Background: an optimization exercise with open tools, aiming at small area, a short achievable clock period and few clock cycles. Do not read the settings as production practice. Function was checked by simulation only, so behaviour that the tests miss may differ from the original.

## design/flow/config.mk

```make
export PLATFORM = sky130hd
export DESIGN_NAME = triangle
export DESIGN_NICKNAME = triangle
export VERILOG_FILES = /design/flow/design.v
export SDC_FILE = /design/flow/constraint.sdc
export NUM_CORES = 4
export LEC_CHECK = 0
export ABC_AREA = 1
export CAP_MARGIN = 20
export CORE_MARGIN = 2
export CORE_UTILIZATION = 65
export SETUP_SLACK_MARGIN = 3.7
export SLEW_MARGIN = 20
```

## design/flow/constraint.sdc

```tcl
create_clock -name core_clock -period 6.0 [get_ports {clk}]
set_input_delay 1.2000 -clock core_clock [delete_from_list [all_inputs] [get_ports {clk}]]
set_output_delay 1.2000 -clock core_clock [all_outputs]
set_load 0.01 [all_outputs]
```

## design/flow/design.v

```verilog
module triangle (clk, reset, nt, xi, yi, busy, po, xo, yo);
   input clk, reset, nt;
   input [2:0] xi, yi;
   output reg busy, po;
   output reg [2:0] xo, yo;
reg [1:0] ld;            
reg [2:0] X2, Y2;
reg [2:0] YM;            
reg [2:0] W;             
reg       rt;            
reg [2:0] xe;            
reg [2:0] svl, svh;      
reg       fresh;         
reg [2:0] n, dou, din;
reg       up;
function [2:0] fdiv;
   input [2:0] w, n, d;
   begin
      case ({w, n, d})
      9'd1: fdiv = 3'd0;
      9'd2: fdiv = 3'd0;
      9'd3: fdiv = 3'd0;
      9'd4: fdiv = 3'd0;
      9'd5: fdiv = 3'd0;
      9'd6: fdiv = 3'd0;
      9'd7: fdiv = 3'd0;
      9'd9: fdiv = 3'd0;
      9'd10: fdiv = 3'd0;
      9'd11: fdiv = 3'd0;
      9'd12: fdiv = 3'd0;
      9'd13: fdiv = 3'd0;
      9'd14: fdiv = 3'd0;
      9'd15: fdiv = 3'd0;
      9'd18: fdiv = 3'd0;
      9'd19: fdiv = 3'd0;
      9'd20: fdiv = 3'd0;
      9'd21: fdiv = 3'd0;
      9'd22: fdiv = 3'd0;
      9'd23: fdiv = 3'd0;
      9'd27: fdiv = 3'd0;
      9'd28: fdiv = 3'd0;
      9'd29: fdiv = 3'd0;
      9'd30: fdiv = 3'd0;
      9'd31: fdiv = 3'd0;
      9'd36: fdiv = 3'd0;
      9'd37: fdiv = 3'd0;
      9'd38: fdiv = 3'd0;
      9'd39: fdiv = 3'd0;
      9'd45: fdiv = 3'd0;
      9'd46: fdiv = 3'd0;
      9'd47: fdiv = 3'd0;
      9'd54: fdiv = 3'd0;
      9'd55: fdiv = 3'd0;
      9'd63: fdiv = 3'd0;
      9'd65: fdiv = 3'd0;
      9'd66: fdiv = 3'd0;
      9'd67: fdiv = 3'd0;
      9'd68: fdiv = 3'd0;
      9'd69: fdiv = 3'd0;
      9'd70: fdiv = 3'd0;
      9'd71: fdiv = 3'd0;
      9'd73: fdiv = 3'd1;
      9'd74: fdiv = 3'd0;
      9'd75: fdiv = 3'd0;
      9'd76: fdiv = 3'd0;
      9'd77: fdiv = 3'd0;
      9'd78: fdiv = 3'd0;
      9'd79: fdiv = 3'd0;
      9'd82: fdiv = 3'd1;
      9'd83: fdiv = 3'd0;
      9'd84: fdiv = 3'd0;
      9'd85: fdiv = 3'd0;
      9'd86: fdiv = 3'd0;
      9'd87: fdiv = 3'd0;
      9'd91: fdiv = 3'd1;
      9'd92: fdiv = 3'd0;
      9'd93: fdiv = 3'd0;
      9'd94: fdiv = 3'd0;
      9'd95: fdiv = 3'd0;
      9'd100: fdiv = 3'd1;
      9'd101: fdiv = 3'd0;
      9'd102: fdiv = 3'd0;
      9'd103: fdiv = 3'd0;
      9'd109: fdiv = 3'd1;
      9'd110: fdiv = 3'd0;
      9'd111: fdiv = 3'd0;
      9'd118: fdiv = 3'd1;
      9'd119: fdiv = 3'd0;
      9'd127: fdiv = 3'd1;
      9'd129: fdiv = 3'd0;
      9'd130: fdiv = 3'd0;
      9'd131: fdiv = 3'd0;
      9'd132: fdiv = 3'd0;
      9'd133: fdiv = 3'd0;
      9'd134: fdiv = 3'd0;
      9'd135: fdiv = 3'd0;
      9'd137: fdiv = 3'd2;
      9'd138: fdiv = 3'd1;
      9'd139: fdiv = 3'd0;
      9'd140: fdiv = 3'd0;
      9'd141: fdiv = 3'd0;
      9'd142: fdiv = 3'd0;
      9'd143: fdiv = 3'd0;
      9'd146: fdiv = 3'd2;
      9'd147: fdiv = 3'd1;
      9'd148: fdiv = 3'd1;
      9'd149: fdiv = 3'd0;
      9'd150: fdiv = 3'd0;
      9'd151: fdiv = 3'd0;
      9'd155: fdiv = 3'd2;
      9'd156: fdiv = 3'd1;
      9'd157: fdiv = 3'd1;
      9'd158: fdiv = 3'd1;
      9'd159: fdiv = 3'd0;
      9'd164: fdiv = 3'd2;
      9'd165: fdiv = 3'd1;
      9'd166: fdiv = 3'd1;
      9'd167: fdiv = 3'd1;
      9'd173: fdiv = 3'd2;
      9'd174: fdiv = 3'd1;
      9'd175: fdiv = 3'd1;
      9'd182: fdiv = 3'd2;
      9'd183: fdiv = 3'd1;
      9'd191: fdiv = 3'd2;
      9'd193: fdiv = 3'd0;
      9'd194: fdiv = 3'd0;
      9'd195: fdiv = 3'd0;
      9'd196: fdiv = 3'd0;
      9'd197: fdiv = 3'd0;
      9'd198: fdiv = 3'd0;
      9'd199: fdiv = 3'd0;
      9'd201: fdiv = 3'd3;
      9'd202: fdiv = 3'd1;
      9'd203: fdiv = 3'd1;
      9'd204: fdiv = 3'd0;
      9'd205: fdiv = 3'd0;
      9'd206: fdiv = 3'd0;
      9'd207: fdiv = 3'd0;
      9'd210: fdiv = 3'd3;
      9'd211: fdiv = 3'd2;
      9'd212: fdiv = 3'd1;
      9'd213: fdiv = 3'd1;
      9'd214: fdiv = 3'd1;
      9'd215: fdiv = 3'd0;
      9'd219: fdiv = 3'd3;
      9'd220: fdiv = 3'd2;
      9'd221: fdiv = 3'd1;
      9'd222: fdiv = 3'd1;
      9'd223: fdiv = 3'd1;
      9'd228: fdiv = 3'd3;
      9'd229: fdiv = 3'd2;
      9'd230: fdiv = 3'd2;
      9'd231: fdiv = 3'd1;
      9'd237: fdiv = 3'd3;
      9'd238: fdiv = 3'd2;
      9'd239: fdiv = 3'd2;
      9'd246: fdiv = 3'd3;
      9'd247: fdiv = 3'd2;
      9'd255: fdiv = 3'd3;
      9'd257: fdiv = 3'd0;
      9'd258: fdiv = 3'd0;
      9'd259: fdiv = 3'd0;
      9'd260: fdiv = 3'd0;
      9'd261: fdiv = 3'd0;
      9'd262: fdiv = 3'd0;
      9'd263: fdiv = 3'd0;
      9'd265: fdiv = 3'd4;
      9'd266: fdiv = 3'd2;
      9'd267: fdiv = 3'd1;
      9'd268: fdiv = 3'd1;
      9'd269: fdiv = 3'd0;
      9'd270: fdiv = 3'd0;
      9'd271: fdiv = 3'd0;
      9'd274: fdiv = 3'd4;
      9'd275: fdiv = 3'd2;
      9'd276: fdiv = 3'd2;
      9'd277: fdiv = 3'd1;
      9'd278: fdiv = 3'd1;
      9'd279: fdiv = 3'd1;
      9'd283: fdiv = 3'd4;
      9'd284: fdiv = 3'd3;
      9'd285: fdiv = 3'd2;
      9'd286: fdiv = 3'd2;
      9'd287: fdiv = 3'd1;
      9'd292: fdiv = 3'd4;
      9'd293: fdiv = 3'd3;
      9'd294: fdiv = 3'd2;
      9'd295: fdiv = 3'd2;
      9'd301: fdiv = 3'd4;
      9'd302: fdiv = 3'd3;
      9'd303: fdiv = 3'd2;
      9'd310: fdiv = 3'd4;
      9'd311: fdiv = 3'd3;
      9'd319: fdiv = 3'd4;
      9'd321: fdiv = 3'd0;
      9'd322: fdiv = 3'd0;
      9'd323: fdiv = 3'd0;
      9'd324: fdiv = 3'd0;
      9'd325: fdiv = 3'd0;
      9'd326: fdiv = 3'd0;
      9'd327: fdiv = 3'd0;
      9'd329: fdiv = 3'd5;
      9'd330: fdiv = 3'd2;
      9'd331: fdiv = 3'd1;
      9'd332: fdiv = 3'd1;
      9'd333: fdiv = 3'd1;
      9'd334: fdiv = 3'd0;
      9'd335: fdiv = 3'd0;
      9'd338: fdiv = 3'd5;
      9'd339: fdiv = 3'd3;
      9'd340: fdiv = 3'd2;
      9'd341: fdiv = 3'd2;
      9'd342: fdiv = 3'd1;
      9'd343: fdiv = 3'd1;
      9'd347: fdiv = 3'd5;
      9'd348: fdiv = 3'd3;
      9'd349: fdiv = 3'd3;
      9'd350: fdiv = 3'd2;
      9'd351: fdiv = 3'd2;
      9'd356: fdiv = 3'd5;
      9'd357: fdiv = 3'd4;
      9'd358: fdiv = 3'd3;
      9'd359: fdiv = 3'd2;
      9'd365: fdiv = 3'd5;
      9'd366: fdiv = 3'd4;
      9'd367: fdiv = 3'd3;
      9'd374: fdiv = 3'd5;
      9'd375: fdiv = 3'd4;
      9'd383: fdiv = 3'd5;
      9'd385: fdiv = 3'd0;
      9'd386: fdiv = 3'd0;
      9'd387: fdiv = 3'd0;
      9'd388: fdiv = 3'd0;
      9'd389: fdiv = 3'd0;
      9'd390: fdiv = 3'd0;
      9'd391: fdiv = 3'd0;
      9'd393: fdiv = 3'd6;
      9'd394: fdiv = 3'd3;
      9'd395: fdiv = 3'd2;
      9'd396: fdiv = 3'd1;
      9'd397: fdiv = 3'd1;
      9'd398: fdiv = 3'd1;
      9'd399: fdiv = 3'd0;
      9'd402: fdiv = 3'd6;
      9'd403: fdiv = 3'd4;
      9'd404: fdiv = 3'd3;
      9'd405: fdiv = 3'd2;
      9'd406: fdiv = 3'd2;
      9'd407: fdiv = 3'd1;
      9'd411: fdiv = 3'd6;
      9'd412: fdiv = 3'd4;
      9'd413: fdiv = 3'd3;
      9'd414: fdiv = 3'd3;
      9'd415: fdiv = 3'd2;
      9'd420: fdiv = 3'd6;
      9'd421: fdiv = 3'd4;
      9'd422: fdiv = 3'd4;
      9'd423: fdiv = 3'd3;
      9'd429: fdiv = 3'd6;
      9'd430: fdiv = 3'd5;
      9'd431: fdiv = 3'd4;
      9'd438: fdiv = 3'd6;
      9'd439: fdiv = 3'd5;
      9'd447: fdiv = 3'd6;
      9'd449: fdiv = 3'd0;
      9'd450: fdiv = 3'd0;
      9'd451: fdiv = 3'd0;
      9'd452: fdiv = 3'd0;
      9'd453: fdiv = 3'd0;
      9'd454: fdiv = 3'd0;
      9'd455: fdiv = 3'd0;
      9'd457: fdiv = 3'd7;
      9'd458: fdiv = 3'd3;
      9'd459: fdiv = 3'd2;
      9'd460: fdiv = 3'd1;
      9'd461: fdiv = 3'd1;
      9'd462: fdiv = 3'd1;
      9'd463: fdiv = 3'd1;
      9'd466: fdiv = 3'd7;
      9'd467: fdiv = 3'd4;
      9'd468: fdiv = 3'd3;
      9'd469: fdiv = 3'd2;
      9'd470: fdiv = 3'd2;
      9'd471: fdiv = 3'd2;
      9'd475: fdiv = 3'd7;
      9'd476: fdiv = 3'd5;
      9'd477: fdiv = 3'd4;
      9'd478: fdiv = 3'd3;
      9'd479: fdiv = 3'd3;
      9'd484: fdiv = 3'd7;
      9'd485: fdiv = 3'd5;
      9'd486: fdiv = 3'd4;
      9'd487: fdiv = 3'd4;
      9'd493: fdiv = 3'd7;
      9'd494: fdiv = 3'd5;
      9'd495: fdiv = 3'd5;
      9'd502: fdiv = 3'd7;
      9'd503: fdiv = 3'd6;
      9'd511: fdiv = 3'd7;
      default: fdiv = 3'bxxx;
      endcase
   end
endfunction
function [2:0] cdiv;
   input [2:0] w, n, d;
   begin
      case ({w, n, d})
      9'd1: cdiv = 3'd0;
      9'd2: cdiv = 3'd0;
      9'd3: cdiv = 3'd0;
      9'd4: cdiv = 3'd0;
      9'd5: cdiv = 3'd0;
      9'd6: cdiv = 3'd0;
      9'd7: cdiv = 3'd0;
      9'd9: cdiv = 3'd0;
      9'd10: cdiv = 3'd0;
      9'd11: cdiv = 3'd0;
      9'd12: cdiv = 3'd0;
      9'd13: cdiv = 3'd0;
      9'd14: cdiv = 3'd0;
      9'd15: cdiv = 3'd0;
      9'd18: cdiv = 3'd0;
      9'd19: cdiv = 3'd0;
      9'd20: cdiv = 3'd0;
      9'd21: cdiv = 3'd0;
      9'd22: cdiv = 3'd0;
      9'd23: cdiv = 3'd0;
      9'd27: cdiv = 3'd0;
      9'd28: cdiv = 3'd0;
      9'd29: cdiv = 3'd0;
      9'd30: cdiv = 3'd0;
      9'd31: cdiv = 3'd0;
      9'd36: cdiv = 3'd0;
      9'd37: cdiv = 3'd0;
      9'd38: cdiv = 3'd0;
      9'd39: cdiv = 3'd0;
      9'd45: cdiv = 3'd0;
      9'd46: cdiv = 3'd0;
      9'd47: cdiv = 3'd0;
      9'd54: cdiv = 3'd0;
      9'd55: cdiv = 3'd0;
      9'd63: cdiv = 3'd0;
      9'd65: cdiv = 3'd0;
      9'd66: cdiv = 3'd0;
      9'd67: cdiv = 3'd0;
      9'd68: cdiv = 3'd0;
      9'd69: cdiv = 3'd0;
      9'd70: cdiv = 3'd0;
      9'd71: cdiv = 3'd0;
      9'd73: cdiv = 3'd1;
      9'd74: cdiv = 3'd1;
      9'd75: cdiv = 3'd1;
      9'd76: cdiv = 3'd1;
      9'd77: cdiv = 3'd1;
      9'd78: cdiv = 3'd1;
      9'd79: cdiv = 3'd1;
      9'd82: cdiv = 3'd1;
      9'd83: cdiv = 3'd1;
      9'd84: cdiv = 3'd1;
      9'd85: cdiv = 3'd1;
      9'd86: cdiv = 3'd1;
      9'd87: cdiv = 3'd1;
      9'd91: cdiv = 3'd1;
      9'd92: cdiv = 3'd1;
      9'd93: cdiv = 3'd1;
      9'd94: cdiv = 3'd1;
      9'd95: cdiv = 3'd1;
      9'd100: cdiv = 3'd1;
      9'd101: cdiv = 3'd1;
      9'd102: cdiv = 3'd1;
      9'd103: cdiv = 3'd1;
      9'd109: cdiv = 3'd1;
      9'd110: cdiv = 3'd1;
      9'd111: cdiv = 3'd1;
      9'd118: cdiv = 3'd1;
      9'd119: cdiv = 3'd1;
      9'd127: cdiv = 3'd1;
      9'd129: cdiv = 3'd0;
      9'd130: cdiv = 3'd0;
      9'd131: cdiv = 3'd0;
      9'd132: cdiv = 3'd0;
      9'd133: cdiv = 3'd0;
      9'd134: cdiv = 3'd0;
      9'd135: cdiv = 3'd0;
      9'd137: cdiv = 3'd2;
      9'd138: cdiv = 3'd1;
      9'd139: cdiv = 3'd1;
      9'd140: cdiv = 3'd1;
      9'd141: cdiv = 3'd1;
      9'd142: cdiv = 3'd1;
      9'd143: cdiv = 3'd1;
      9'd146: cdiv = 3'd2;
      9'd147: cdiv = 3'd2;
      9'd148: cdiv = 3'd1;
      9'd149: cdiv = 3'd1;
      9'd150: cdiv = 3'd1;
      9'd151: cdiv = 3'd1;
      9'd155: cdiv = 3'd2;
      9'd156: cdiv = 3'd2;
      9'd157: cdiv = 3'd2;
      9'd158: cdiv = 3'd1;
      9'd159: cdiv = 3'd1;
      9'd164: cdiv = 3'd2;
      9'd165: cdiv = 3'd2;
      9'd166: cdiv = 3'd2;
      9'd167: cdiv = 3'd2;
      9'd173: cdiv = 3'd2;
      9'd174: cdiv = 3'd2;
      9'd175: cdiv = 3'd2;
      9'd182: cdiv = 3'd2;
      9'd183: cdiv = 3'd2;
      9'd191: cdiv = 3'd2;
      9'd193: cdiv = 3'd0;
      9'd194: cdiv = 3'd0;
      9'd195: cdiv = 3'd0;
      9'd196: cdiv = 3'd0;
      9'd197: cdiv = 3'd0;
      9'd198: cdiv = 3'd0;
      9'd199: cdiv = 3'd0;
      9'd201: cdiv = 3'd3;
      9'd202: cdiv = 3'd2;
      9'd203: cdiv = 3'd1;
      9'd204: cdiv = 3'd1;
      9'd205: cdiv = 3'd1;
      9'd206: cdiv = 3'd1;
      9'd207: cdiv = 3'd1;
      9'd210: cdiv = 3'd3;
      9'd211: cdiv = 3'd2;
      9'd212: cdiv = 3'd2;
      9'd213: cdiv = 3'd2;
      9'd214: cdiv = 3'd1;
      9'd215: cdiv = 3'd1;
      9'd219: cdiv = 3'd3;
      9'd220: cdiv = 3'd3;
      9'd221: cdiv = 3'd2;
      9'd222: cdiv = 3'd2;
      9'd223: cdiv = 3'd2;
      9'd228: cdiv = 3'd3;
      9'd229: cdiv = 3'd3;
      9'd230: cdiv = 3'd2;
      9'd231: cdiv = 3'd2;
      9'd237: cdiv = 3'd3;
      9'd238: cdiv = 3'd3;
      9'd239: cdiv = 3'd3;
      9'd246: cdiv = 3'd3;
      9'd247: cdiv = 3'd3;
      9'd255: cdiv = 3'd3;
      9'd257: cdiv = 3'd0;
      9'd258: cdiv = 3'd0;
      9'd259: cdiv = 3'd0;
      9'd260: cdiv = 3'd0;
      9'd261: cdiv = 3'd0;
      9'd262: cdiv = 3'd0;
      9'd263: cdiv = 3'd0;
      9'd265: cdiv = 3'd4;
      9'd266: cdiv = 3'd2;
      9'd267: cdiv = 3'd2;
      9'd268: cdiv = 3'd1;
      9'd269: cdiv = 3'd1;
      9'd270: cdiv = 3'd1;
      9'd271: cdiv = 3'd1;
      9'd274: cdiv = 3'd4;
      9'd275: cdiv = 3'd3;
      9'd276: cdiv = 3'd2;
      9'd277: cdiv = 3'd2;
      9'd278: cdiv = 3'd2;
      9'd279: cdiv = 3'd2;
      9'd283: cdiv = 3'd4;
      9'd284: cdiv = 3'd3;
      9'd285: cdiv = 3'd3;
      9'd286: cdiv = 3'd2;
      9'd287: cdiv = 3'd2;
      9'd292: cdiv = 3'd4;
      9'd293: cdiv = 3'd4;
      9'd294: cdiv = 3'd3;
      9'd295: cdiv = 3'd3;
      9'd301: cdiv = 3'd4;
      9'd302: cdiv = 3'd4;
      9'd303: cdiv = 3'd3;
      9'd310: cdiv = 3'd4;
      9'd311: cdiv = 3'd4;
      9'd319: cdiv = 3'd4;
      9'd321: cdiv = 3'd0;
      9'd322: cdiv = 3'd0;
      9'd323: cdiv = 3'd0;
      9'd324: cdiv = 3'd0;
      9'd325: cdiv = 3'd0;
      9'd326: cdiv = 3'd0;
      9'd327: cdiv = 3'd0;
      9'd329: cdiv = 3'd5;
      9'd330: cdiv = 3'd3;
      9'd331: cdiv = 3'd2;
      9'd332: cdiv = 3'd2;
      9'd333: cdiv = 3'd1;
      9'd334: cdiv = 3'd1;
      9'd335: cdiv = 3'd1;
      9'd338: cdiv = 3'd5;
      9'd339: cdiv = 3'd4;
      9'd340: cdiv = 3'd3;
      9'd341: cdiv = 3'd2;
      9'd342: cdiv = 3'd2;
      9'd343: cdiv = 3'd2;
      9'd347: cdiv = 3'd5;
      9'd348: cdiv = 3'd4;
      9'd349: cdiv = 3'd3;
      9'd350: cdiv = 3'd3;
      9'd351: cdiv = 3'd3;
      9'd356: cdiv = 3'd5;
      9'd357: cdiv = 3'd4;
      9'd358: cdiv = 3'd4;
      9'd359: cdiv = 3'd3;
      9'd365: cdiv = 3'd5;
      9'd366: cdiv = 3'd5;
      9'd367: cdiv = 3'd4;
      9'd374: cdiv = 3'd5;
      9'd375: cdiv = 3'd5;
      9'd383: cdiv = 3'd5;
      9'd385: cdiv = 3'd0;
      9'd386: cdiv = 3'd0;
      9'd387: cdiv = 3'd0;
      9'd388: cdiv = 3'd0;
      9'd389: cdiv = 3'd0;
      9'd390: cdiv = 3'd0;
      9'd391: cdiv = 3'd0;
      9'd393: cdiv = 3'd6;
      9'd394: cdiv = 3'd3;
      9'd395: cdiv = 3'd2;
      9'd396: cdiv = 3'd2;
      9'd397: cdiv = 3'd2;
      9'd398: cdiv = 3'd1;
      9'd399: cdiv = 3'd1;
      9'd402: cdiv = 3'd6;
      9'd403: cdiv = 3'd4;
      9'd404: cdiv = 3'd3;
      9'd405: cdiv = 3'd3;
      9'd406: cdiv = 3'd2;
      9'd407: cdiv = 3'd2;
      9'd411: cdiv = 3'd6;
      9'd412: cdiv = 3'd5;
      9'd413: cdiv = 3'd4;
      9'd414: cdiv = 3'd3;
      9'd415: cdiv = 3'd3;
      9'd420: cdiv = 3'd6;
      9'd421: cdiv = 3'd5;
      9'd422: cdiv = 3'd4;
      9'd423: cdiv = 3'd4;
      9'd429: cdiv = 3'd6;
      9'd430: cdiv = 3'd5;
      9'd431: cdiv = 3'd5;
      9'd438: cdiv = 3'd6;
      9'd439: cdiv = 3'd6;
      9'd447: cdiv = 3'd6;
      9'd449: cdiv = 3'd0;
      9'd450: cdiv = 3'd0;
      9'd451: cdiv = 3'd0;
      9'd452: cdiv = 3'd0;
      9'd453: cdiv = 3'd0;
      9'd454: cdiv = 3'd0;
      9'd455: cdiv = 3'd0;
      9'd457: cdiv = 3'd7;
      9'd458: cdiv = 3'd4;
      9'd459: cdiv = 3'd3;
      9'd460: cdiv = 3'd2;
      9'd461: cdiv = 3'd2;
      9'd462: cdiv = 3'd2;
      9'd463: cdiv = 3'd1;
      9'd466: cdiv = 3'd7;
      9'd467: cdiv = 3'd5;
      9'd468: cdiv = 3'd4;
      9'd469: cdiv = 3'd3;
      9'd470: cdiv = 3'd3;
      9'd471: cdiv = 3'd2;
      9'd475: cdiv = 3'd7;
      9'd476: cdiv = 3'd6;
      9'd477: cdiv = 3'd5;
      9'd478: cdiv = 3'd4;
      9'd479: cdiv = 3'd3;
      9'd484: cdiv = 3'd7;
      9'd485: cdiv = 3'd6;
      9'd486: cdiv = 3'd5;
      9'd487: cdiv = 3'd4;
      9'd493: cdiv = 3'd7;
      9'd494: cdiv = 3'd6;
      9'd495: cdiv = 3'd5;
      9'd502: cdiv = 3'd7;
      9'd503: cdiv = 3'd6;
      9'd511: cdiv = 3'd7;
      default: cdiv = 3'bxxx;
      endcase
   end
endfunction
function [2:0] add3;
   input [2:0] a, b;
   begin
      add3 = a + b;
   end
endfunction
function [2:0] sub3;
   input [2:0] a, b;
   begin
      sub3 = a - b;
   end
endfunction
function gt3;
   input [2:0] a, b;
   begin
      gt3 = (a[2] & ~b[2]) | (~(a[2] ^ b[2]) & ((a[1] & ~b[1]) | (~(a[1] ^ b[1]) & a[0] & ~b[0])));
   end
endfunction
function [2:0] absd3;
   input [2:0] a, b;
   begin
      absd3 = (a > b) ? a - b : b - a;
   end
endfunction
function [2:0] subp3;
   input [2:0] a, b;
   begin
      subp3 = (a > b) ? a - b : 3'd0;
   end
endfunction
wire       run  = ld == 2'd3;
wire       adv  = run && !fresh && xo == xe;    
wire       sem  = gt3(svl, svh);                
wire [2:0] slo  = rt ? sub3(X2, svh) : add3(X2, svl);
wire [2:0] shi  = rt ? sub3(X2, svl) : add3(X2, svh);
wire       tip  = gt3(din, n);                  
wire [2:0] vlo  = cdiv(W, n, dou);
wire [2:0] vhi  = tip ? fdiv(W, n, din) : W;
wire       nz   = n == 3'd0;
wire       eq12 = up && din == 3'd0;            
wire       take = adv || (fresh && (run || (ld == 2'd2 && !up)));
wire [2:0] ybas = (ld == 2'd1) ? yo : Y2;
wire [2:0] dyu  = sub3(yi, ybas);
wire [2:0] dyd  = sub3(ybas, yi);
wire       yigt = gt3(yi, ybas);
always @(posedge clk or posedge reset) begin
   if (reset) begin
      busy <= 1'b0; po <= 1'b0; ld <= 2'd0;
   end else if (ld == 2'd0) begin
      po <= 1'b0;
      if (nt) begin
         busy <= 1'b1; ld <= 2'd1;
      end
   end else if (ld == 2'd1) begin
      ld <= 2'd2; po <= 1'b1;
   end else if (ld == 2'd2) begin
      ld <= 2'd3;
      po <= eq12;                     
   end else begin
      if (xo != xe) begin
         po <= 1'b1;
         if (add3(xo, 3'd1) == xe && yo == YM) begin
            busy <= 1'b0; ld <= 2'd0;
         end
      end else if (fresh) begin
         po <= 1'b0;
      end else begin
         po <= !sem;
         if (!sem && svl == svh && add3(yo, 3'd1) == YM) begin
            busy <= 1'b0; ld <= 2'd0;
         end
      end
   end
end
always @(posedge clk) begin
   if (fresh || adv) begin
      svl <= vlo; svh <= vhi;
   end
   if (take) begin
      n  <= (up || nz) ? add3(n, 3'd1) : sub3(n, 3'd1);
      up <= up || nz;
   end
   if (ld == 2'd0) begin
      xo <= xi; yo <= yi;             
   end else if (ld == 2'd1) begin
      W  <= absd3(xi, xo);
      rt <= gt3(xi, xo);
      X2 <= xi; Y2 <= yi; YM <= 3'd7;
      fresh <= 1'b1;
      if (yigt) begin                 
         up <= 1'b0; n <= add3(yi, ~yo); dou <= dyu; din <= 3'd0;
      end else begin                  
         up <= 1'b1; n <= 3'd1; din <= dyd;
      end
      if (gt3(yo, yi)) begin
         xo <= xi; xe <= xi; yo <= yi;
      end else if (yi == yo) begin
         xo <= gt3(xi, xo) ? xo : xi; xe <= gt3(xi, xo) ? xi : xo;
      end else begin
         xe <= xo;
      end
   end else if (ld == 2'd2) begin
      YM <= yigt ? yi : Y2;
      if (up || nz) dou <= dyu;
      if (up) begin
      end else if (nz) din <= 3'd0;   
      else din <= yigt ? 3'd0 : dyd;
      fresh <= up;
      if (eq12) xo <= add3(xo, 3'd1);
   end else begin
      if (take && !up && nz) begin    
         dou <= sub3(YM, Y2); din <= 3'd0;
      end
      fresh <= 1'b0;
      if (xo != xe) begin
         xo <= add3(xo, 3'd1);
      end else if (!fresh) begin
         yo <= add3(yo, 3'd1);
         xe <= shi;
         xo <= sem ? shi : slo;
      end
   end
end
endmodule
```

## design/flow/flow/run.sh

```bash
#!/bin/bash
# The standard layout (standard.sh) with two synthesis changes, neither of
# which touches a register:
#  1. no adder cell mapping (ADDER_MAP_FILE empty);
#  2. after the standard synthesis, the combinational cells are mapped again by
#     abc with an area script (flow/resynth.tcl); every flip-flop instance is
#     kept as it is, with its name and cell type.
set -euo pipefail
B=$PWD/orfs/results/sky130hd/triangle/base
bash standard.sh ADDER_MAP_FILE= $B/1_2_yosys.v > standard_synth.log 2>&1
cp $B/1_2_yosys.v yosys_standard.v
DONT_USE="$(grep -o -- '-dont_use [^ ]*' orfs/logs/sky130hd/triangle/base/1_2_yosys.log | sort -u | tr '\n' ' ')" \
  IN=$PWD/yosys_standard.v OUT=$PWD/yosys_resynth.v \
  yosys -c flow/resynth.tcl > resynth.log 2>&1
cp yosys_resynth.v $B/1_2_yosys.v
touch $B/1_2_yosys.v
bash standard.sh ADDER_MAP_FILE= finish > standard_flow.log 2>&1
```

## design/flow/flow/resynth.tcl

```tcl
# Map the combinational logic of the synthesized netlist again with abc.
# Flip-flops are black boxes here, so they keep their instance names and cells.
set lib $::env(FLOW_HOME)/platforms/sky130hd/lib/sky130_fd_sc_hd__tt_025C_1v80.lib
yosys read_liberty -ignore_miss_func $lib
yosys read_verilog $::env(IN)
yosys hierarchy -top triangle
foreach c [list dfrtp_1 dfxtp_1 edfxtp_1 dfstp_2 dfrtp_2 dfxtp_2 dfxtp_4 dfrtp_4 dfstp_1 dfstp_4 dfsbp_1 dfrbp_1 dfxbp_1 edfxbp_1] {
  yosys setattr -mod -set blackbox 1 sky130_fd_sc_hd__$c
}
yosys flatten
yosys opt_clean -purge
yosys delete t:\$scopeinfo
yosys abc -liberty $lib {*}$::env(DONT_USE) -script "+strash;dch -f;map -a;topo"
yosys opt_clean -purge
yosys stat -liberty $lib
yosys hierarchy -top triangle
yosys write_verilog -noattr -nohex -nodec $::env(OUT)
```

## design/flow/standard.sh

```bash
#!/bin/bash
# synth_recipe.tcl (not shown) runs the flow's synth.tcl, then flattens the netlist and writes it again
# the make line also repeats each setting of config.mk as NAME=value (left out here)
make -C /OpenROAD-flow-scripts/flow DESIGN_CONFIG=/design/flow/config.mk WORK_HOME=/design/flow/orfs CLKGATE_MAP_FILE= SYNTH_SCRIPT=/design/flow/synth_recipe.tcl "${@:-finish}"
```

==> flow_metrics.env, run 1 <==
export IMPL_dp_hpwl_um=8100
export IMPL_timing_clock_skew_ps=12.6
export IMPL_crit_path_max_fanout=4
export IMPL_final_period_utilization_pct=43.1
export IMPL_share_of_final_layout_standard_cells_stronger_than_drive_strength_1_pct=23.2
export IMPL_worst_setup_hold_path_clk_slew_ps=80
export IMPL_boundary_pin_count=17
export IMPL_timing_hold_worst_class="reg -> reg"
export IMPL_antenna_violations_before_repair=0
export IMPL_timing_worst_slew_pin_value_ps=778
export IMPL_mapped_area_mm2=0.00368
export IMPL_wl_um=14600
export IMPL_fin_setup_tns_ps=0
export IMPL_drtIter0Drc=1122
export IMPL_status="no timing/DRC/antenna violations"
export IMPL_vias_in_the_first_global_route=4265
export IMPL_place_gp_congestion=1.04
export IMPL_most_common_cell_after_layout_fill_and_taps_aside="nor2_1"
export IMPL_setup_viol=0
export IMPL_placedInstanceArea_mm2=0.00407
export IMPL_coreArea_mm2=0.00547
export IMPL_io_buffer_count=16
export IMPL_rsz0062_at_grt="yes"
export IMPL_die_area_mm2=0.00628
export IMPL_chipHeight_um=79.2
export IMPL_fin_crit_ps=2590
export IMPL_upper_clock_frequency_limit_mhz=387
export IMPL_grt_overflow=0
export IMPL_root_buf_cell="clkbuf_8"
export IMPL_fp_row_count=27
export IMPL_synth_avg_cell_area_um2=6.76
export IMPL_antennaDiodeCount=0
export IMPL_relative_area_change_from_synthesis_to_final_layout_pct=27.6
export IMPL_number_of_buffers_created_by_cts=5
export IMPL_gr_usage_all_layers_pct=41.6
export IMPL_insertion_delay_ps=320
export IMPL_post_route_util_pct=85.8
export IMPL_viasPerCell=7.24
export IMPL_dr_pass1_iters=22
export IMPL_synthesis_yosys_warnings=1
export IMPL_post_drt_wl_per_cell_um=21.3
export IMPL_layout_nets=620
export IMPL_tritoncts="built"
export IMPL_cp_data_arrival_time_ps=2710
export IMPL_initial_core_util_pct=67.2
export IMPL_place_inst=632
export IMPL_cts_buffer_depth=2
export IMPL_cts_hold_fix_buffers=0
export IMPL_finalHoldViolCount=0
export IMPL_maxSlewViolCount=0
export IMPL_endpoint_kind="flop"
export IMPL_worstSetupPathType="in -> reg"
export IMPL_remaining_drc_errors=0
export IMPL_syn_instance_count=544
export IMPL_die_x_um=79.2
export IMPL_fin_cells=684
export IMPL_timing_max_slew_rel_slack_pct=48.0
export IMPL_cap_viol_max_count=0
export IMPL_worst_ep_required_time_ps=6120
export IMPL_mostFrequentLayoutCells="67 x nor2_1, 64 x clkinv_1, 58 x nand2_1, 58 x o21ai_0, 50 x a21oi_1"
export IMPL_grt_pass1_wl_um=20100
export IMPL_route_antenna_remaining_nets=0
export IMPL_clock_sink_count=43
export IMPL_final_area_mm2=0.00470
export IMPL_grt_max_degree=23
export IMPL_via_count=4949
export IMPL_synthesized_netlist_net_count=553
export IMPL_timing_critical_path_from_type="input port"
export IMPL_htree_num_levels=2
[routing by layer]
layer  share of wire (%)  vias up  track usage (%)
li1                    -     2062                -
met1                  33     2178             50.8
met2                  45      534             65.7
met3                  13      173             10.5
met4                 8.7        2             26.2
met5                0.20        -                0
[registers in the layout, summed over array words and instances, names as in the netlist, 2 cells and up]
signal / count
W: 3
X2: 3
Y2: 3
YM: 3
din: 3
dou: 3
ld: 2
n: 3
svh: 3
svl: 3
xe: 3
xo: 3
yo: 3
[final cells by class]
type	instances	area [um2]
Inverter	88	390
Tap cell	72	90.1
Timing Repair Buffer	59	473
Clock inverter	2	12.5
Clock buffer	6	72.6
Sequential cell	43	1240
Multi-Input combinational cell	414	2410
Fill cell	323	777
[worst max-delay path: stages]
cell and delay [ps]:
clkdlybuf4s15_1 250, nor2_2 200, clkinv_2 120, a21oi_4 200, inv_4 50, a21oi_4 180, nor2_1 60, a21oi_1 150
nor2_1 60, a21oi_1 230
[through the flow]
| step | setup slack (ps) | hold WS, ps |
|---|---|---|
| detailed placement | 2760 | 542 |
| global placement | 2850 | 535 |
| global route | 3330 | 597 |
| CTS | 3670 | 561 |
| floorplan | 3560 | 531 |
| finish | 3410 | 570 |
[timing repair]
item / CTS / global route
setup endpoints to repair: 48 / 33
pin swaps: 12 / 14
cloned: 1 / 0
endpoints found under the hold margin: 0 / 0
gates resized for setup: 68 / 55
setup buffers: 24 / 19
[worst paths after layout]
check | start | endpoint | slack (ps) | depth (start not counted)
worst max-delay path | xi[2] | xe[1] | 3410 | 10
min in group asynchronous | reset | ld[0] | 1040 | 2
worst min-delay path | busy | busy | 570 | 2
worst min register to register | busy | busy | 570 | 2
max in group asynchronous | reset | ld[1] | 4830 | 2
worst max register to register | xo[1] | n[2] | 3580 | 10
Testbench counts, summed over its fixed seeds: cycles 5,273.
==> inputs of run 2 (changes only) <==
--- a/design/flow/flow/resynth.tcl
+++ b/design/flow/flow/resynth.tcl
@@ -10,7 +10,7 @@
 yosys flatten
 yosys opt_clean -purge
 yosys delete t:\$scopeinfo
-yosys abc -liberty $lib {*}$::env(DONT_USE) -script "+strash;dch -f;map -a;topo"
+yosys abc -liberty $lib {*}$::env(DONT_USE) -script "+strash;dch -f;map -a;topo;stime -c;buffer -c;upsize -c;dnsize -c" -D 2300
 yosys opt_clean -purge
 yosys stat -liberty $lib
 yosys hierarchy -top triangle
==> flow_metrics.env, run 2 <==
export IMPL_drtIter0Drc=574
export IMPL_viasPerCell=6.58
export IMPL_timing_critical_path_slowest_cell_delay_ps=290
export IMPL_cts_buffer_depth=2
export IMPL_number_of_buffers_created_by_cts=5
export IMPL_grt_pass1_wl_um=18300
export IMPL_place_inst=635
export IMPL_clock_sink_count=43
export IMPL_post_drt_wl_per_cell_um=18.0
export IMPL_mapped_area_mm2=0.00388
export IMPL_fin_crit_ps=2350
export IMPL_place_gp_congestion=1.02
export IMPL_worst_ep_required_time_ps=5990
export IMPL_remaining_drc_errors=0
export IMPL_crit_path_max_fanout=4
export IMPL_chipHeight_um=81.3
export IMPL_upper_clock_frequency_limit_mhz=425
export IMPL_root_buf_cell="clkbuf_8"
export IMPL_cp_data_arrival_time_ps=2340
export IMPL_wl_um=12200
export IMPL_ff2ff_setup_slack_ps=3750
export IMPL_timing_clock_skew_ps=9.74
export IMPL_antennaDiodeCount=0
export IMPL_cap_viol_max_count=0
export IMPL_dr_pass1_iters=5
export IMPL_grt_busiest_layer="met2"
export IMPL_min_from="busy"
export IMPL_synthesis_yosys_warnings=1
export IMPL_mostFrequentLayoutCells="66 x nor2_1, 57 x nand2_1, 54 x o21ai_0"
export IMPL_grtUsageMet3_pct=6.11
export IMPL_fin_setup_tns_ps=0
export IMPL_timing_rr_end="svh[1]"
export IMPL_initial_core_util_pct=66.4
export IMPL_timing_hold_worst_class="reg -> reg"
export IMPL_grt_overflow=0
export IMPL_route_antenna_remaining_nets=0
export IMPL_critical_path_cell_chain="buf_8 -> nor2_4 -> inv_2 -> a21oi_2 -> inv_2 -> a21oi_4 -> buf_4 -> nand2_2 -> a221oi_4"
export IMPL_syn_instance_count=550
export IMPL_coreArea_mm2=0.00585
export IMPL_r2r_cells=9
export IMPL_worst_path_most_repeated_cell="inv_2"
export IMPL_timing_critical_path_from_type="input port"
export IMPL_synth_avg_cell_area_um2=7.06
export IMPL_tritoncts="built"
export IMPL_rsz0062_at_grt="yes"
export IMPL_cts_hold_fix_buffers=0
export IMPL_finalHoldViolCount=0
export IMPL_timing_worst_slew_pin_value_ps=506
export IMPL_most_common_cell_after_layout_fill_and_taps_aside="nor2_1"
export IMPL_via_count=4446
export IMPL_io_buffer_count=16
export IMPL_groute_layer_met1_usage_pct=44.0
export IMPL_endpoint_kind="flop"
export IMPL_final_period_utilization_pct=39.2
export IMPL_fp_row_count=28
export IMPL_dp_hpwl_um=8210
export IMPL_boundary_pin_count=17
export IMPL_status="no timing/DRC/antenna violations"
export IMPL_worstHoldPathCells=2
export IMPL_insertion_delay_ps=310
export IMPL_maxSlewViolCount=0
export IMPL_share_of_final_layout_standard_cells_stronger_than_drive_strength_1_pct=24.1
export IMPL_global_route_met2_utilization_pct=61.1
export IMPL_timing_max_slew_rel_slack_pct=65.9
export IMPL_die_area_mm2=0.00661
export IMPL_fin_cells=676
export IMPL_vias_in_the_first_global_route=3987
export IMPL_critPathSlowestCell="a221oi_4"
export IMPL_antenna_violations_before_repair=0
export IMPL_htree_num_levels=2
export IMPL_worst_setup_hold_path_clk_slew_ps=90
export IMPL_startpoint_of_the_lowest_slack_register_to_register_path="din[1]"
export IMPL_whs_endpoint="busy"
export IMPL_grt_max_degree=28
export IMPL_layout_nets=609
export IMPL_gr_usage_all_layers_pct=35.5
export IMPL_setup_viol=0
export IMPL_relative_area_change_from_synthesis_to_final_layout_pct=19.1
export IMPL_synthesized_netlist_net_count=559
export IMPL_critical_path_top_delay_family="compound AO/OA/AOI/OAI gates"
export IMPL_worst_path_buf_inv=4
export IMPL_worstSetupPathType="in -> reg"
export IMPL_die_x_um=81.3
run 2: tightest hold or removal path, delay by kind of cell (launching register included):
kind | cells | cell delay, ps
flip-flops | 1 | 370
AO/OA/AOI/OAI | 2 | 170
run 2: through the flow:
stage,hold WS [ps],utilization (%),worst slack (ps),instance area (um2)
floorplan,530,-,3630,3920
global placement,530,70.8,2960,4140
detailed placement,555,70.8,2870,4140
CTS,586,74.8,3700,4370
global route,614,79.0,3580,4620
finish,579,79.0,3650,4620
run 2: routing by layer:
metal | up-vias | part of all wire (%)
li1 | 2033 | -
met1 | 2046 | 39
met2 | 308 | 48
met3 | 59 | 9.1
met4 | 0 | 3.9
met5 | - | 0
run 2: layout make-up:
class / count / area (um2)
flip-flops and latches: 43 / 1240
inverters: 88 / 358
clock buffers: 5 / 68.8
multi-input cells: 414 / 2440
repair buffers: 48 / 377
clock inverters: 3 / 43.8
fillers: 428 / 1230
well taps: 75 / 93.8
run 2: worst max-delay path by stage:
stage	cells past startpoint	startpoint	to	slack, ps
2_1_floorplan	7	xi[1]	xo[0]	3630
3_3_place_gp	7	yi[2]	dou[0]	2960
3_5_place_dp	8	yi[2]	xo[1]	2870
4_1_cts	10	xi[2]	xe[1]	3700
5_1_grt	10	xi[2]	xe[1]	3580
6_report	9	xi[1]	xo[2]	3650
run 2: repair_timing:
action,in CTS,in global routing
pin swaps,12,13
setup endpoints to repair,41,28
gates resized for setup,47,34
setup buffers,15,17
gates cloned,0,1
==> inputs of run 3 (changes only) <==
--- a/design/flow/flow/resynth.tcl
+++ b/design/flow/flow/resynth.tcl
@@ -10,7 +10,7 @@
 yosys flatten
 yosys opt_clean -purge
 yosys delete t:\$scopeinfo
-yosys abc -liberty $lib {*}$::env(DONT_USE) -script "+strash;dch -f;map -a;topo;stime -c;buffer -c;upsize -c;dnsize -c" -D 2300
+yosys abc -liberty $lib {*}$::env(DONT_USE) -script "+strash;&get -n;&deepsyn -T 30;&put;dch -f;map -a;topo;stime -c;buffer -c;upsize -c;dnsize -c" -D 2300
 yosys opt_clean -purge
 yosys stat -liberty $lib
 yosys hierarchy -top triangle
==> flow_metrics.env, run 3 <==
export IMPL_share_of_final_layout_standard_cells_stronger_than_drive_strength_1_pct=24.4
export IMPL_synth_avg_cell_area_um2=7.37
export IMPL_r2r_cells=9
export IMPL_antenna_violations_before_repair=0
export IMPL_grt_max_degree=15
export IMPL_fp_row_count=25
export IMPL_htree_num_levels=2
export IMPL_endpoint_kind="flop"
export IMPL_drtIter0Drc=617
export IMPL_root_buf_cell="clkbuf_8"
export IMPL_worstSetupPathType="reg -> reg"
export IMPL_grt_overflow=0
export IMPL_place_gp_congestion=0.986
export IMPL_setup_viol=0
export IMPL_timing_worst_slew_pin_value_ps=633
export IMPL_timing_critical_path_from_type="flop"
export IMPL_cap_viol_max_count=0
export IMPL_timing_clock_skew_ps=6.34
export IMPL_cp_data_arrival_time_ps=2670
export IMPL_layout_nets=509
export IMPL_insertion_delay_ps=310
export IMPL_synthesis_yosys_warnings=1
export IMPL_min_from="busy"
export IMPL_coreArea_mm2=0.00479
export IMPL_via_count=3567
export IMPL_worst_ep_required_time_ps=6150
export IMPL_startpoint_of_the_lowest_slack_register_to_register_path="ld[1]"
export IMPL_tritoncts="built"
export IMPL_mostFrequentLayoutCells="65 x nor2_1, 65 x nand2_1, 50 x inv_1"
export IMPL_fin_cells=568
export IMPL_dp_hpwl_um=6240
export IMPL_route_antenna_remaining_nets=0
export IMPL_relative_area_change_from_synthesis_to_final_layout_pct=25.9
export IMPL_syn_instance_count=445
export IMPL_remaining_drc_errors=0
export IMPL_final_period_utilization_pct=41.9
export IMPL_gr_usage_all_layers_pct=34.5
export IMPL_antennaDiodeCount=0
export IMPL_post_drt_wl_per_cell_um=17.8
export IMPL_rsz0062_at_grt="yes"
export IMPL_fin_crit_ps=2520
export IMPL_upper_clock_frequency_limit_mhz=397
export IMPL_vias_in_the_first_global_route=3098
export IMPL_grt_pass1_wl_um=14600
export IMPL_clock_sink_count=43
export IMPL_cts_hold_fix_buffers=0
export IMPL_synthesized_netlist_net_count=454
export IMPL_timing_hold_worst_class="reg -> reg"
export IMPL_status="no timing/DRC/antenna violations"
export IMPL_crit_path_max_fanout=14
export IMPL_fin_worst_hold_slack_ps=543
export IMPL_boundary_pin_count=17
export IMPL_dr_pass1_iters=8
export IMPL_io_buffer_count=16
export IMPL_chipHeight_um=75.0
export IMPL_mapped_area_mm2=0.00328
export IMPL_maxSlewViolCount=0
export IMPL_worst_setup_hold_path_clk_slew_ps=90
export IMPL_cts_buffer_depth=2
export IMPL_place_inst=526
export IMPL_die_area_mm2=0.00563
export IMPL_worstHoldPathCells=2
export IMPL_ff2ff_setup_slack_ps=3480
export IMPL_timing_rr_end="din[1]"
export IMPL_fin_setup_tns_ps=0
export IMPL_die_x_um=75.0
export IMPL_number_of_buffers_created_by_cts=5
export IMPL_wl_um=10100
export IMPL_initial_core_util_pct=68.5
export IMPL_finalHoldViolCount=0
export IMPL_timing_max_slew_rel_slack_pct=57.7
export IMPL_whs_endpoint="busy"
export IMPL_viasPerCell=6.28
[run 3: how the worst max path moves through the flow]
stage          slack, ps  start  cells after the start     end
2_1_floorplan       3520  yi[1]                     12   yo[0]
3_3_place_gp        2530  yi[1]                     12   xe[1]
3_5_place_dp        2460  yi[1]                     10   YM[0]
4_1_cts             3520  yi[1]                     14    n[1]
5_1_grt             3400  ld[1]                      9  din[1]
6_report            3480  ld[1]                      9  din[1]
[run 3: timing repair]
action	CTS	global route
setup buffers	16	17
gates resized for setup	59	51
pin swaps	9	20
gates cloned	1	0
endpoints found under the setup margin	37	26
[run 3: metal layers]
layer	global-route usage (%)	vias to the layer above	share of wire, %
li1	-	1626	-
met1	46.2	1635	38
met2	56.9	253	48
met3	5.49	53	10
met4	12.3	0	3.8
met5	0	-	0
[run 3: area by class of cell]
class                      instances  area (um2)
sequential                        43        1240
tap                               67        83.8
clock inverter                     3        43.8
clock buffer                       5        68.8
multi-input combinational        329        1950
inverter                          72         323
fill                             268         656
timing repair buffer              49         417
[run 3: metrics by stage]
| step | setup WS [ps] | util (%) | area, um2 |
|---|---|---|---|
| final | 3480 | 86.3 | 4130 |
| after global routing | 3400 | 86.3 | 4130 |
| after CTS | 3520 | 80.9 | 3870 |
| after detailed placement | 2460 | 73.8 | 3530 |
| after global placement | 2530 | 73.8 | 3530 |
| after floorplan | 3520 | - | 3290 |
[run 3: worst max-delay path, stage by stage (launching register included)]
cell        delay, ps
dfrtp_4           600
nor2_4            370
clkinvlp_4        340
o21ai_4           260
inv_4              80
nor2_4            150
a21oi_4            60
a21oi_4           220
nand2_2           100
nor3_2            180
==> inputs of run 4 (changes only) <==
--- a/design/flow/flow/resynth.tcl
+++ b/design/flow/flow/resynth.tcl
@@ -10,7 +10,7 @@
 yosys flatten
 yosys opt_clean -purge
 yosys delete t:\$scopeinfo
-yosys abc -liberty $lib {*}$::env(DONT_USE) -script "+strash;&get -n;&deepsyn -T 30;&put;dch -f;map -a;topo;stime -c;buffer -c;upsize -c;dnsize -c" -D 2300
+yosys abc -liberty $lib {*}$::env(DONT_USE) -script "+strash;&get -n;&deepsyn -T 30;&put;dch -f;map -B 0.9;topo;stime -c;buffer -c;upsize -c;dnsize -c" -D 2300
 yosys opt_clean -purge
 yosys stat -liberty $lib
 yosys hierarchy -top triangle
--- a/design/flow/config.mk
+++ b/design/flow/config.mk
@@ -9,5 +9,5 @@
 export CAP_MARGIN = 20
 export CORE_MARGIN = 2
 export CORE_UTILIZATION = 65
-export SETUP_SLACK_MARGIN = 3.7
+export SETUP_SLACK_MARGIN = 3.9
 export SLEW_MARGIN = 20
==> flow_metrics.env, run 4 <==
export IMPL_post_drt_wl_per_cell_um=18.4
export IMPL_viasPerCell=6.40
export IMPL_mapped_area_mm2=0.00335
export IMPL_setup_viol=0
export IMPL_initial_core_util_pct=66.4
export IMPL_placedInstanceArea_mm2=0.00366
export IMPL_cts_buffer_depth=2
export IMPL_coreArea_mm2=0.00504
export IMPL_boundary_pin_count=17
export IMPL_cts_hold_fix_buffers=0
export IMPL_antenna_violations_before_repair=0
export IMPL_synthesis_yosys_warnings=1
export IMPL_timing_worst_slew_pin_value_ps=685
export IMPL_cp_data_arrival_time_ps=2370
export IMPL_worstSetupPathType="reg -> reg"
export IMPL_fin_setup_tns_ps=0
export IMPL_die_area_mm2=0.00574
export IMPL_fin_worst_hold_slack_ps=606
export IMPL_vias_in_the_first_global_route=3271
export IMPL_crit_path_max_fanout=11
export IMPL_remaining_drc_errors=0
export IMPL_post_route_util_pct=84.2
export IMPL_syn_instance_count=484
export IMPL_worst_setup_hold_path_clk_slew_ps=100
export IMPL_drtIter0Drc=530
export IMPL_dr_pass1_iters=8
export IMPL_timing_critical_path_from_type="flop"
export IMPL_r2r_cells=8
export IMPL_mostFrequentLayoutCells="120 x nand2_1, 54 x inv_1, 39 x nor2_1"
export IMPL_timing_max_slew_rel_slack_pct=54.3
export IMPL_upper_clock_frequency_limit_mhz=427
export IMPL_insertion_delay_ps=310
export IMPL_fp_row_count=26
export IMPL_cap_viol_max_count=0
export IMPL_route_antenna_remaining_nets=0
export IMPL_die_x_um=75.8
export IMPL_antennaDiodeCount=0
export IMPL_fin_crit_ps=2340
export IMPL_share_of_final_layout_standard_cells_stronger_than_drive_strength_1_pct=26.7
export IMPL_timing_clock_skew_ps=12.3
export IMPL_finalHoldViolCount=0
export IMPL_via_count=3926
export IMPL_synth_avg_cell_area_um2=6.92
export IMPL_root_buf_cell="clkbuf_8"
export IMPL_synthesized_netlist_net_count=493
export IMPL_htree_num_levels=2
export IMPL_clock_sink_count=43
export IMPL_status="no timing/DRC/antenna violations"
export IMPL_fill_cells=308
export IMPL_endpoint_kind="flop"
export IMPL_whs_endpoint="busy"
export IMPL_grt_overflow=0
export IMPL_maxSlewViolCount=0
export IMPL_final_period_utilization_pct=39.0
export IMPL_relative_area_change_from_synthesis_to_final_layout_pct=26.8
export IMPL_dp_hpwl_um=6470
export IMPL_final_area_mm2=0.00425
export IMPL_most_common_cell_after_layout_fill_and_taps_aside="nand2_1"
export IMPL_startpoint_of_the_lowest_slack_register_to_register_path="ld[1]"
export IMPL_place_gp_congestion=0.985
export IMPL_worst_ep_required_time_ps=6020
export IMPL_rsz0062_at_grt="yes"
export IMPL_worstHoldPathCells=3
export IMPL_chipHeight_um=75.8
export IMPL_number_of_buffers_created_by_cts=5
export IMPL_grt_max_degree=16
export IMPL_ff2ff_setup_slack_ps=3660
export IMPL_io_buffer_count=16
export IMPL_gr_usage_all_layers_pct=34.5
export IMPL_wl_um=11300
export IMPL_tritoncts="built"
export IMPL_grt_pass1_wl_um=14900
export IMPL_min_from="busy"
export IMPL_timing_rr_end="dou[0]"
export IMPL_timing_hold_worst_class="reg -> reg"
export IMPL_layout_nets=551
run 4: how the worst max path moves through the flow:
stage / start / to / slack, ps / depth (start not counted)
global route: ld[1] / dou[0] / 3650 / 8
global placement: yi[1] / yo[0] / 2780 / 11
CTS: yi[1] / xo[2] / 3870 / 12
detailed placement: yi[1] / xo[2] / 2720 / 11
finish: ld[1] / dou[0] / 3660 / 8
floorplan: yi[1] / xo[0] / 3710 / 11
run 4: worst max-delay path, stage by stage (launching register included):
cell      delay (ps)
dfrtp_2          600
clkinv_2         280
nor2_1           250
inv_1            150
nor2_1           350
inv_1            150
nand2_1          110
inv_1             60
nand2_2           90
run 4: what timing repair did:
item	in CTS	in global routing
endpoints found under the hold margin	0	0
cloned	1	0
pin swaps	16	19
gates resized for setup	86	52
buffers inserted	21	15
setup endpoints to repair	40	36
run 4: final cells by class:
cell class	instances	area, um2	share of cell area, %
Timing Repair Buffer	52	398	9.37
Inverter	73	314	7.40
Multi-Input combinational cell	367	2090	49.3
Clock buffer	5	68.8	1.62
Clock inverter	3	43.8	1.03
Sequential cell	43	1240	29.2
Tap cell	70	87.6	2.06
run 4: metal layers:
metal	part of all wire [%]	wire [um]	track usage [%]	vias to the layer above
met3	10	1130	7.14	99
met4	6.7	754	14.2	0
met2	48	5390	59.2	311
met1	36	4030	42.1	1777
li1	-	-	-	1739
met5	0	0	0	-
run 4: per-stage QoR:
stage | instances | setup slack [ps]
6_report | 613 | 3660
5_1_grt | 613 | 3650
4_1_cts | 598 | 3870
3_5_place_dp | 568 | 2720
3_3_place_gp | 568 | 2780
2_1_floorplan | 484 | 3710
==> inputs of run 5 (changes only) <==
--- a/design/flow/config.mk
+++ b/design/flow/config.mk
@@ -9,5 +9,5 @@
 export CAP_MARGIN = 20
 export CORE_MARGIN = 2
 export CORE_UTILIZATION = 65
-export SETUP_SLACK_MARGIN = 3.9
+export SETUP_SLACK_MARGIN = 3.6
 export SLEW_MARGIN = 20
==> flow_metrics.env, run 5 <==
export IMPL_status="no timing/DRC/antenna violations"
export IMPL_placedInstanceArea_mm2=0.00359
export IMPL_drtIter0Drc=478
export IMPL_clock_sink_count=43
export IMPL_grt_max_degree=16
export IMPL_boundary_pin_count=17
export IMPL_route_antenna_remaining_nets=0
export IMPL_dr_pass1_iters=7
export IMPL_relative_area_change_from_synthesis_to_final_layout_pct=13.9
export IMPL_viasPerCell=5.92
export IMPL_insertion_delay_ps=300
export IMPL_worstSetupPathType="in -> reg"
export IMPL_gr_usage_all_layers_pct=31.4
export IMPL_grt_pass1_wl_um=13600
export IMPL_dp_hpwl_um=6250
export IMPL_synth_avg_cell_area_um2=6.92
export IMPL_place_gp_congestion=0.960
export IMPL_initial_core_util_pct=66.4
export IMPL_share_of_final_layout_standard_cells_stronger_than_drive_strength_1_pct=14.1
export IMPL_timing_critical_path_slowest_cell_delay_ps=250
export IMPL_die_area_mm2=0.00574
export IMPL_critical_path_cell_chain="clkdlybuf4s15_2 -> nand2_1 -> inv_1 -> nand2_2 -> nand2_2 -> nor2_2 -> nor2_2 -> nand2_2 -> o21ai_1 -> nor2_1"
export IMPL_syn_instance_count=484
export IMPL_rsz0062_at_grt="no"
export IMPL_antenna_violations_before_repair=0
export IMPL_crit_path_launch="yi[0]"
export IMPL_cts_hold_fix_buffers=0
export IMPL_fill_cells=369
export IMPL_final_area_mm2=0.00381
export IMPL_crit_path_max_fanout=7
export IMPL_fin_worst_hold_slack_ps=478
export IMPL_synthesis_yosys_warnings=1
export IMPL_maxSlewViolCount=0
export IMPL_antennaDiodeCount=0
export IMPL_timing_hold_worst_class="reg -> reg"
export IMPL_worst_path_most_repeated_cell="nand2_2"
export IMPL_timing_max_slew_rel_slack_pct=55.2
export IMPL_timing_worst_slew_pin_value_ps=671
export IMPL_post_drt_wl_per_cell_um=15.2
export IMPL_wl_um=8930
export IMPL_endpoint_kind="flop"
export IMPL_coreArea_mm2=0.00504
export IMPL_remaining_drc_errors=0
export IMPL_critPathSlowestCell="clkdlybuf4s15_2"
export IMPL_grt_overflow=0
export IMPL_synthesized_netlist_net_count=493
export IMPL_vias_in_the_first_global_route=3023
export IMPL_setup_viol=0
export IMPL_fin_setup_tns_ps=0
export IMPL_timing_critical_path_from_type="input port"
export IMPL_worst_setup_hold_path_clk_slew_ps=90
export IMPL_via_count=3489
export IMPL_chipHeight_um=75.8
export IMPL_upper_clock_frequency_limit_mhz=418
export IMPL_most_common_cell_after_layout_fill_and_taps_aside="nand2_1"
export IMPL_worst_ep_required_time_ps=5990
export IMPL_htree_num_levels=2
export IMPL_startpoint_of_the_lowest_slack_register_to_register_path="n[1]"
export IMPL_finalHoldViolCount=0
export IMPL_finalWorstSetupSlack_ps=3610
export IMPL_timing_clock_skew_ps=7.79
export IMPL_mostFrequentLayoutCells="134 x nand2_1, 60 x inv_1, 42 x nor2_1"
export IMPL_dp_slack_ps=2950
export IMPL_tritoncts="built"
export IMPL_cts_buffer_depth=2
export IMPL_layout_nets=527
export IMPL_cp_data_arrival_time_ps=2390
export IMPL_worst_path_buf_inv=2
export IMPL_cap_viol_max_count=0
export IMPL_root_buf_cell="clkbuf_8"
export IMPL_min_from="busy"
export IMPL_mapped_area_mm2=0.00335
export IMPL_final_period_utilization_pct=39.9
export IMPL_fp_row_count=26
export IMPL_die_x_um=75.8
export IMPL_critical_path_top_delay_family="simple AND/OR/NAND/NOR gates"
export IMPL_io_buffer_count=16
export IMPL_fin_crit_ps=2390
export IMPL_number_of_buffers_created_by_cts=5
-- run 5: changes by cell type in the layout (fill, tap and decap cells not counted), moves of 6 or more --
cell           previous run  this run
buf_4                    35        13
nand2_1                 120       134
buf_2                    10         0
nand2_4                  12         3
dlygate4sd2_1             0         8
inv_1                    54        60
-- run 5: per-stage QoR --
stage,cells,util (%)
finish,589,75.7
global route,589,75.7
CTS,585,74.6
detailed placement,568,71.2
global placement,568,71.2
floorplan,484,-
-- run 5: layer usage --
layer	part of all wire [%]	track usage, %
met5	0	0
met4	3.0	9.16
met3	8.7	6.88
met2	48	53.1
met1	40	40.5
-- run 5: layout make-up --
class / count / area (um2) / area share [%]
Clock buffer: 6 / 72.6 / 1.90
Clock inverter: 2 / 12.5 / 0.328
Inverter: 73 / 292 / 7.64
Multi-Input combinational cell: 367 / 1890 / 49.5
Sequential cell: 43 / 1230 / 32.3
Tap cell: 70 / 87.6 / 2.30
Timing Repair Buffer: 28 / 231 / 6.07
-- run 5: path summary, 6_finish.rpt --
| check | end | slack, ps | cells past startpoint |
|---|---|---|---|
| hold / removal | busy | 480 | 2 |
| max in group asynchronous | ld[1] | 4780 | 2 |
| hold reg to reg | busy | 480 | 2 |
| setup / recovery | xo[0] | 3610 | 10 |
| min in group asynchronous | ld[0] | 1070 | 2 |
| setup reg to reg | svl[1] | 3760 | 13 |
-- run 5: tightest hold or removal path, cell delays in order, from the launching register on --
cell	delay (ps)
dfrtp_1	350
nand2_1	50
nand2_1	40
-- run 5: repair_timing --
item / in CTS / in global routing
resized for setup: 25 / 22
pin swaps: 3 / 5
endpoints found under the setup margin: 33 / 24
gates cloned: 1 / 0
buffers inserted: 8 / 4
==> inputs of run 6 (changes only) <==
--- a/design/flow/config.mk
+++ b/design/flow/config.mk
@@ -9,5 +9,5 @@
 export CAP_MARGIN = 20
 export CORE_MARGIN = 2
 export CORE_UTILIZATION = 65
-export SETUP_SLACK_MARGIN = 3.6
+export SETUP_SLACK_MARGIN = 3.7
 export SLEW_MARGIN = 20
==> flow_metrics.env, run 6 <==
export IMPL_status="no timing/DRC/antenna violations"
export IMPL_clock_sink_count=43
export IMPL_timing_critical_path_from_type="input port"
export IMPL_rsz0062_at_grt="yes"
export IMPL_drtIter0Drc=411
export IMPL_place_gp_congestion=0.975
export IMPL_fp_row_count=26
export IMPL_dp_hpwl_um=6400
export IMPL_relative_area_change_from_synthesis_to_final_layout_pct=15.1
export IMPL_gr_usage_all_layers_pct=32.3
export IMPL_worstSetupPathType="in -> reg"
export IMPL_cap_viol_max_count=0
export IMPL_tritoncts="built"
export IMPL_timing_clock_skew_ps=5.60
export IMPL_worst_setup_hold_path_clk_slew_ps=90
export IMPL_die_area_mm2=0.00574
export IMPL_initial_core_util_pct=66.4
export IMPL_fin_worst_hold_slack_ps=484
export IMPL_mostFrequentLayoutCells="133 x nand2_1, 60 x inv_1, 42 x nor2_1"
export IMPL_coreArea_mm2=0.00504
export IMPL_finalHoldViolCount=0
export IMPL_upper_clock_frequency_limit_mhz=438
export IMPL_number_of_buffers_created_by_cts=5
export IMPL_route_antenna_remaining_nets=0
export IMPL_synthesized_netlist_net_count=493
export IMPL_fill_cells=402
export IMPL_antenna_violations_before_repair=0
export IMPL_wl_um=8760
export IMPL_synthesis_yosys_warnings=1
export IMPL_ff2ff_setup_slack_ps=3820
export IMPL_worst_ep_required_time_ps=6040
export IMPL_chipHeight_um=75.8
export IMPL_boundary_pin_count=17
export IMPL_synth_avg_cell_area_um2=6.92
export IMPL_cts_buffer_depth=2
export IMPL_insertion_delay_ps=300
export IMPL_vias_in_the_first_global_route=3128
export IMPL_grt_overflow=0
export IMPL_htree_num_levels=2
export IMPL_crit_path_max_fanout=4
export IMPL_setup_viol=0
export IMPL_timing_hold_worst_class="reg -> reg"
export IMPL_remaining_drc_errors=0
export IMPL_layout_nets=526
export IMPL_fin_crit_ps=2280
export IMPL_mapped_area_mm2=0.00335
export IMPL_most_common_cell_after_layout_fill_and_taps_aside="nand2_1"
export IMPL_die_x_um=75.8
export IMPL_post_drt_wl_per_cell_um=14.9
export IMPL_syn_instance_count=484
export IMPL_io_buffer_count=16
export IMPL_timing_max_slew_rel_slack_pct=56.0
export IMPL_via_count=3458
export IMPL_root_buf_cell="clkbuf_8"
export IMPL_fin_setup_tns_ps=0
export IMPL_cp_data_arrival_time_ps=2330
export IMPL_antennaDiodeCount=0
export IMPL_final_period_utilization_pct=38.1
export IMPL_share_of_final_layout_standard_cells_stronger_than_drive_strength_1_pct=14.9
export IMPL_grt_max_degree=16
export IMPL_endpoint_kind="flop"
export IMPL_viasPerCell=5.88
export IMPL_dr_pass1_iters=7
export IMPL_timing_worst_slew_pin_value_ps=659
export IMPL_maxSlewViolCount=0
export IMPL_grt_pass1_wl_um=14000
run 6: final cells by class:
class,count,area [um2],area share (%)
multi-input cells,367,1910,49.6
flip-flops and latches,43,1230,32.0
inverters,73,307,7.95
repair buffers,27,228,5.91
well taps,70,87.6,2.27
clock buffers,6,72.6,1.88
clock inverters,2,12.5,0.325
run 6: worst paths after layout:
path	start	end	cells after the start
worst max-delay path	xi[2]	xe[1]	11
max in group asynchronous	reset	ld[1]	2
min in group asynchronous	reset	po	2
worst min-delay path	busy	busy	2
worst max register to register	xo[2]	dou[2]	13
worst min register to register	busy	busy	2
run 6: critical path, stage by stage:
cell and delay (ps):
dlygate4sd2_1 290, inv_1 100, nand2_1 100, nand2_1 90, nand2_2 70, inv_2 100, nand2_1 70, nand2_2 110
nand2_1 50, o21ai_0 60, o21ai_0 90
run 6: routing by layer:
metal / vias up / track usage, % / routed length, um
met5: - / 0 / 0
met4: 0 / 9.94 / 202
met3: 23 / 5.56 / 640
met2: 181 / 54.3 / 4330
met1: 1571 / 42.5 / 3590
li1: 1683 / - / -
run 6: per-stage QoR:
| stage | cells | instance area (um2) | utilization (%) | worst slack (ps) |
|---|---|---|---|---|
| 2_1_floorplan | 484 | 3390 | - | 3710 |
| 3_3_place_gp | 568 | 3620 | 71.9 | 2810 |
| 3_5_place_dp | 568 | 3620 | 71.9 | 2740 |
| 4_1_cts | 583 | 3760 | 74.6 | 3710 |
| 5_1_grt | 588 | 3850 | 76.4 | 3620 |
| 6_report | 588 | 3850 | 76.4 | 3720 |
run 6: repair_timing:
action,in CTS,in global routing
setup endpoints to repair,36,23
setup buffers,6,5
hold buffers,0,0
gates resized for setup,35,20
endpoints found under the hold margin,0,0
pin swaps,3,12
gates cloned,1,0

what the ideal ports hide:
No port has a modelled driver above. Below, the same layouts with a new extraction and two added sets of constraints.
Step 1 (the two cells are an assumption about what drives the block):
set clk [get_ports {clk}]
set_driving_cell -lib_cell sky130_fd_sc_hd__clkbuf_16 $clk
set_driving_cell -lib_cell sky130_fd_sc_hd__buf_2 [delete_from_list [all_inputs] $clk]
Step 2 adds t to the input delays and takes it off the output delays; t is the mean of the earliest and latest rising clock arrival at the registers after step 1. Input paths then give back, and output paths get back, about the clock's delay inside the block.
a / b / c = no drivers / after step 1 / after step 2; a / b = the first two.
run | t, ns | slack for setup (ns) | hold WS [ns] | worst setup path at the end
run 1 | 0.351 | 3.415 / 3.421 / 3.069 | 0.570 / 0.570 / 0.570 | input to register
run 2 | 0.337 | 3.649 / 3.640 / 3.303 | 0.579 / 0.579 / 0.579 | input to register
run 3 | 0.338 | 3.483 / 3.465 / 3.127 | 0.543 / 0.543 / 0.543 | input to register
run 4 | 0.333 | 3.657 / 3.657 / 3.372 | 0.606 / 0.606 / 0.606 | input to register
run 5 | 0.323 | 3.606 / 3.616 / 3.293 | 0.478 / 0.478 / 0.478 | input to register
run 6 | 0.321 | 3.715 / 3.725 / 3.404 | 0.484 / 0.484 / 0.484 | input to register
After both steps every run listed still meets setup and hold. For run 3, which loses most, drivers alone change the setup slack by -0.018 ns; drivers and shift together by -0.356 ns.
